What follows belongs to an exercise in optimizing a design on an open flow for small area, a short achievable clock period and few clock cycles per item; a production flow would make more cautious choices.
Where RTL was checked, it was by simulation tests only, not by an equivalence proof against the original.
No driver is modelled on the clock port, so clock power and skew are understated where the tree is cut down; a real chip needs a root buffer or a tree.
Power is estimated from default activity; no workload was simulated.

==> flow/design.v <==
`timescale 1ns / 1ps
module adder #(parameter J = 5)
             (input wire [7:0] A,
              input wire [6:1] T,
              output wire [J+1:0] S
             );
    wire [2:0] r = {T[4], (T[2] & ~T[4]) | T[6],
                    (T[1] & ~T[2]) | (T[3] & ~T[4]) | (T[5] & ~T[6])};
    assign S = A[J-1:0] + A[J:1] + r;
endmodule
`timescale 1ns / 1ps
`timescale 1ns / 1ps
module cbrt(input [7:0] a,
            output [6:1] t
            );
    assign t[1] = |a;                                               
    assign t[2] = |a[7:3];                                          
    assign t[3] = |a[7:5] | (a[4] & a[3] & (a[2] | (a[1] & a[0])));  
    assign t[4] = a[7] | a[6];                                      
    assign t[5] = a[7] | (&a[6:2] & (a[1] | a[0]));                 
    assign t[6] = a[7] & a[6] & (a[5] | (a[4] & a[3]));             
endmodule
`timescale 1ns / 1ps
module functions(input clk,
                 input rst,
                 input [7:0] a,
                 input [7:0] b,
                 input start,
                 output wire [9:0] out,
                 output wire busy
                );
    localparam J = 6;
    wire [6:1] t;
    cbrt root(.a(b), .t(t));
    wire [J+1:0] lo;
    adder #(.J(J)) sum(.A(a), .T(t), .S(lo));
    reg       a0_q;
    reg [J-1:0] lo_q;
    reg [1:0] c_q;
    reg [7:J] ahi_q;
    always @(posedge clk)
        if (rst) begin
            a0_q  <= 1'b0;
            lo_q  <= 0;
            c_q   <= 2'd0;
            ahi_q <= 0;
        end else if (start) begin
            a0_q  <= a[0];
            lo_q  <= lo[J-1:0];
            c_q   <= lo[J+1:J];
            ahi_q <= a[7:J];
        end
    wire [8-J:0] hi = ahi_q + ahi_q[7:J+1] + c_q;
    assign out  = {hi, lo_q, a0_q};
    assign busy = 1'b0;
endmodule
==> flow/config.mk <==
export PLATFORM = sky130hd
export DESIGN_NAME = functions
export DESIGN_NICKNAME = functions
export VERILOG_FILES = /design/flow/design.v
export SDC_FILE = /design/flow/constraint.sdc
export NUM_CORES = 4
export LEC_CHECK = 0
export CAP_MARGIN = 20
export CORE_AREA = 4 4 66 66
export DIE_AREA = 0 0 70 70
export SLEW_MARGIN = 20
==> flow/constraint.sdc <==
create_clock -name core_clock -period 5.5 [get_ports {clk}]
set_input_delay 1.1000 -clock core_clock [delete_from_list [all_inputs] [get_ports {clk}]]
set_output_delay 1.1000 -clock core_clock [all_outputs]
set_load 0.01 [all_outputs]
standard.sh (not shown) runs the stock make flow with config.mk's settings and CLKGATE_MAP_FILE= SYNTH_SCRIPT=/design/flow/synth_recipe.tcl, a recipe that flattens the netlist after the stock synthesis.
==> flow/flow/run.sh <==
#!/bin/bash
# The standard layout (standard.sh), with three changes:
#  - synthesis maps the logic with its own delay-driven ABC script
#    (flow/abc.script) and leaves adders to ABC instead of ORFS's
#    full/half-adder cells;
#  - the port buffers are the smallest buffer instead of the resizer's
#    default pick (a slow delay buffer);
#  - the clock tree is one buffer (flow/post_cts.tcl).
set -euo pipefail
here=$(pwd)
cat flow/abc_wrap.tcl synth_recipe.tcl > own_synth.tcl
export MY_ABC_SCRIPT=$here/flow/abc.script
export MY_ABC_D=1000
bash standard.sh SYNTH_SCRIPT=$here/own_synth.tcl ADDER_MAP_FILE= \
  BUFFER_PORTS_ARGS="-buffer_cell sky130_fd_sc_hd__buf_1" \
  CTS_ARGS="-sink_clustering_enable -repair_clock_nets -dont_use_dummy_load -buf_list sky130_fd_sc_hd__clkbuf_4 -root_buf sky130_fd_sc_hd__clkbuf_4" \
  POST_CTS_TCL=$here/flow/post_cts.tcl \
  finish > orfs_flow.log 2>&1
Other scripts of this flow, unchanged in this note and not shown: flow/flow/abc.script, flow/flow/abc_wrap.tcl, flow/flow/post_cts.tcl
Change:
--- a/flow/design.v
+++ b/flow/design.v
@@ -27,30 +27,43 @@
                  input [7:0] b,
                  input start,
                  output wire [9:0] out,
                  output wire busy
                 );
-    localparam J = 6;
+    localparam J = 5;
+    localparam W = 9 - J;
     wire [6:1] t;
     cbrt root(.a(b), .t(t));
     wire [J+1:0] lo;
     adder #(.J(J)) sum(.A(a), .T(t), .S(lo));
-    reg       a0_q;
+    wire [W-1:0] v = a[7:J] + a[7:J+1];
+    reg         a0_q;
     reg [J-1:0] lo_q;
-    reg [1:0] c_q;
-    reg [7:J] ahi_q;
+    reg [1:0]   c_q;
+    reg [W-1:0] v_q;
     always @(posedge clk)
         if (rst) begin
-            a0_q  <= 1'b0;
-            lo_q  <= 0;
-            c_q   <= 2'd0;
-            ahi_q <= 0;
+            a0_q <= 1'b0;
+            lo_q <= 0;
+            c_q  <= 2'd0;
+            v_q  <= 0;
         end else if (start) begin
-            a0_q  <= a[0];
-            lo_q  <= lo[J-1:0];
-            c_q   <= lo[J+1:J];
-            ahi_q <= a[7:J];
+            a0_q <= a[0];
+            lo_q <= lo[J-1:0];
+            c_q  <= lo[J+1:J];
+            v_q  <= v;
         end
-    wire [8-J:0] hi = ahi_q + ahi_q[7:J+1] + c_q;
+    reg [W-1:0] hi;
+    reg ones0, ones1;
+    integer i;
+    always @(*) begin
+        ones0 = 1'b1;
+        ones1 = 1'b1;
+        for (i = 0; i < W; i = i + 1) begin
+            hi[i] = v_q[i] ^ ((c_q[0] & ones0) | (c_q[1] & ones1 & (i > 0)));
+            ones0 = ones0 & v_q[i];
+            if (i > 0) ones1 = ones1 & v_q[i];
+        end
+    end
     assign out  = {hi, lo_q, a0_q};
     assign busy = 1'b0;
 endmodule
The new run passed the timing, design-rule and antenna checks.
Total power climbs by 2.5%.
Critical path depth climbs by 1.
Worst setup slack gets worse by 0.067 ns.
Count of clock-buffer cells in the layout stays the same.
Clock skew is unchanged.
No functional check of the RTL was part of any run of this note.

========
Another version of the RTL of functions (not shown whole).
For scale: ~11 flip-flops, ~30 I/O pins, roughly 930 um^2 of cells after synthesis.
==> module functions, before the edit <==
module functions(input clk,
                 input rst,
                 input [7:0] a,
                 input [7:0] b,
                 input start,
                 output wire [9:0] out,
                 output wire busy
                );
    localparam J = 4;
    wire [6:1] t;
    cbrt root(.a(b), .t(t));
    wire [J+1:0] lo;
    adder #(.J(J)) sum(.A(a), .T(t), .S(lo));
    reg       a0_q;
    reg [J-1:0] lo_q;
    reg [1:0] c_q;
    reg [7:J] ahi_q;
    always @(posedge clk)
        if (rst) begin
            a0_q  <= 1'b0;
            lo_q  <= 0;
            c_q   <= 2'd0;
            ahi_q <= 0;
        end else if (start) begin
            a0_q  <= a[0];
            lo_q  <= lo[J-1:0];
            c_q   <= lo[J+1:J];
            ahi_q <= a[7:J];
        end
    wire [8-J:0] hi = ahi_q + ahi_q[7:J+1] + c_q;
    assign out  = {hi, lo_q, a0_q};
    assign busy = 1'b0;
endmodule
==> flow/config.mk <==
export PLATFORM = sky130hd
export DESIGN_NAME = functions
export DESIGN_NICKNAME = functions
export VERILOG_FILES = /design/flow/design.v
export SDC_FILE = /design/flow/constraint.sdc
export NUM_CORES = 4
export LEC_CHECK = 0
export CAP_MARGIN = 20
export CORE_AREA = 4 4 66 66
export DIE_AREA = 0 0 70 70
export SETUP_SLACK_MARGIN = 3.2
export SLEW_MARGIN = 20
export TNS_END_PERCENT = 10
==> flow/constraint.sdc <==
create_clock -name core_clock -period 5.5 [get_ports {clk}]
set_input_delay 1.1000 -clock core_clock [delete_from_list [all_inputs] [get_ports {clk}]]
set_output_delay 1.1000 -clock core_clock [all_outputs]
set_load 0.01 [all_outputs]
==> flow/flow/abc.script <==
strash
dch
map -D 1000
topo
stime -c
buffer -c
upsize -c -D 1000
dnsize -c -D 1000
==> flow/flow/abc_wrap.tcl <==
# Runs Yosys's abc with this flow's own ABC script (flow/abc.script) and
# delay target in place of ORFS's; everything else in the synthesis is
# the standard script, which this file is put in front of.
proc abc {args} {
  set i [lsearch -exact $args -script]
  if {$i >= 0} { set args [lreplace $args $i [expr {$i + 1}] -script $::env(MY_ABC_SCRIPT)] }
  set i [lsearch -exact $args -D]
  if {$i >= 0} { set args [lreplace $args $i [expr {$i + 1}]] }
  lappend args -D $::env(MY_ABC_D)
  puts "abc (own script): $args"
  yosys abc {*}$args
}
==> flow/flow/post_cts.tcl <==
# After CTS: the clock tree TritonCTS builds for this small design is a root
# buffer feeding two leaf buffers. Drive every clock sink from the root
# buffer instead and remove the leaf buffers, so the clock port feeds one
# buffer and that buffer feeds all the flip-flops.
set block [ord::get_db_block]
set clk_port_net [$block findNet clk]
set root ""
foreach it [$clk_port_net getITerms] {
  if {[$it isInputSignal] || [[$it getMTerm] getIoType] eq "INPUT"} {
    set root [$it getInst]
  }
}
if {$root eq ""} { error "post_cts: no buffer on the clock port" }
set root_out ""
foreach it [$root getITerms] {
  if {[[$it getMTerm] getIoType] eq "OUTPUT"} { set root_out [$it getNet] }
}
puts "post_cts: root buffer [$root getName] drives [$root_out getName]"
set leaves {}
foreach it [$root_out getITerms] {
  set inst [$it getInst]
  if {$inst eq $root} { continue }
  if {[string match "*clkbuf*" [[$inst getMaster] getName]]} { lappend leaves $inst }
}
foreach leaf $leaves {
  set out ""
  foreach it [$leaf getITerms] {
    if {[[$it getMTerm] getIoType] eq "OUTPUT"} { set out [$it getNet] }
  }
  set sinks {}
  foreach it [$out getITerms] {
    if {[$it getInst] ne $leaf} { lappend sinks $it }
  }
  foreach it $sinks {
    $it disconnect
    $it connect $root_out
  }
  puts "post_cts: removed [$leaf getName], [llength $sinks] sinks moved to [$root_out getName]"
  odb::dbInst_destroy $leaf
  odb::dbNet_destroy $out
}
Scripts as last shown in full above: flow/flow/run.sh
The first run completed with no timing, DRC or antenna violations.
Next try:
--- a/flow/design.v
+++ b/flow/design.v
@@ -29,7 +29,7 @@
                  output wire [9:0] out,
                  output wire busy
                 );
-    localparam J = 4;
+    localparam J = 5;
     wire [6:1] t;
     cbrt root(.a(b), .t(t));
     wire [J+1:0] lo;
Outcome: The new run produced a clean layout. Sequential share of layout area goes up by 1.7 points. Worst setup slack improves by 0.27 ns. Combinational power goes down by 13%. Synthesized area goes down by 6.3%. Critical path depth goes down by 1. Non-clock buffer count does not change. Final cell count goes up by 0.95%.
Testbench counts after the change, summed over its fixed seeds: cycles 800, items 800.
Function not checked in the first run of this note: the RTL went through the layout flow alone.

## port drivers added, routing unchanged
The flow's constraints put no driver on any port. The routed layouts listed below were extracted and timed again, unchanged, in two steps.
Step 1: set_driving_cell puts a clkbuf_16 on clk and a buf_2 on each other input, an assumption about the parent block.
Step 2 also shifts input and output timing later by t, the mid clock arrival at the registers, as if the neighbouring blocks saw the same clock.
Three values: ideal ports, drivers, drivers and shift; two values: the first two.
run | t (ns) | slack for setup (ns) | hold WS [ns] | slew at the worst register clock pin (ns) | pins driven straight from the clock port
the first run of note 1 | 0.189 | 3.077 / 3.074 / 2.885 | 0.525 / 0.525 / 0.525 | 0.11 / 0.11 | 1
the second run of note 1 | 0.191 | 3.009 / 3.006 / 2.815 | 0.477 / 0.477 / 0.477 | 0.12 / 0.12 | 1
the first run of note 2 | 0.187 | 2.830 / 2.809 / 2.902 | 0.539 / 0.539 / 0.539 | 0.11 / 0.11 | 1
the second run of note 2 | 0.189 | 3.097 / 3.077 / 3.002 | 0.492 / 0.492 / 0.492 | 0.11 / 0.11 | 1
After both steps setup and hold are still met in every run listed. The setup slack of the second run of note 1, which loses most, moves by -0.003 ns with the drivers and by -0.194 ns with both steps.
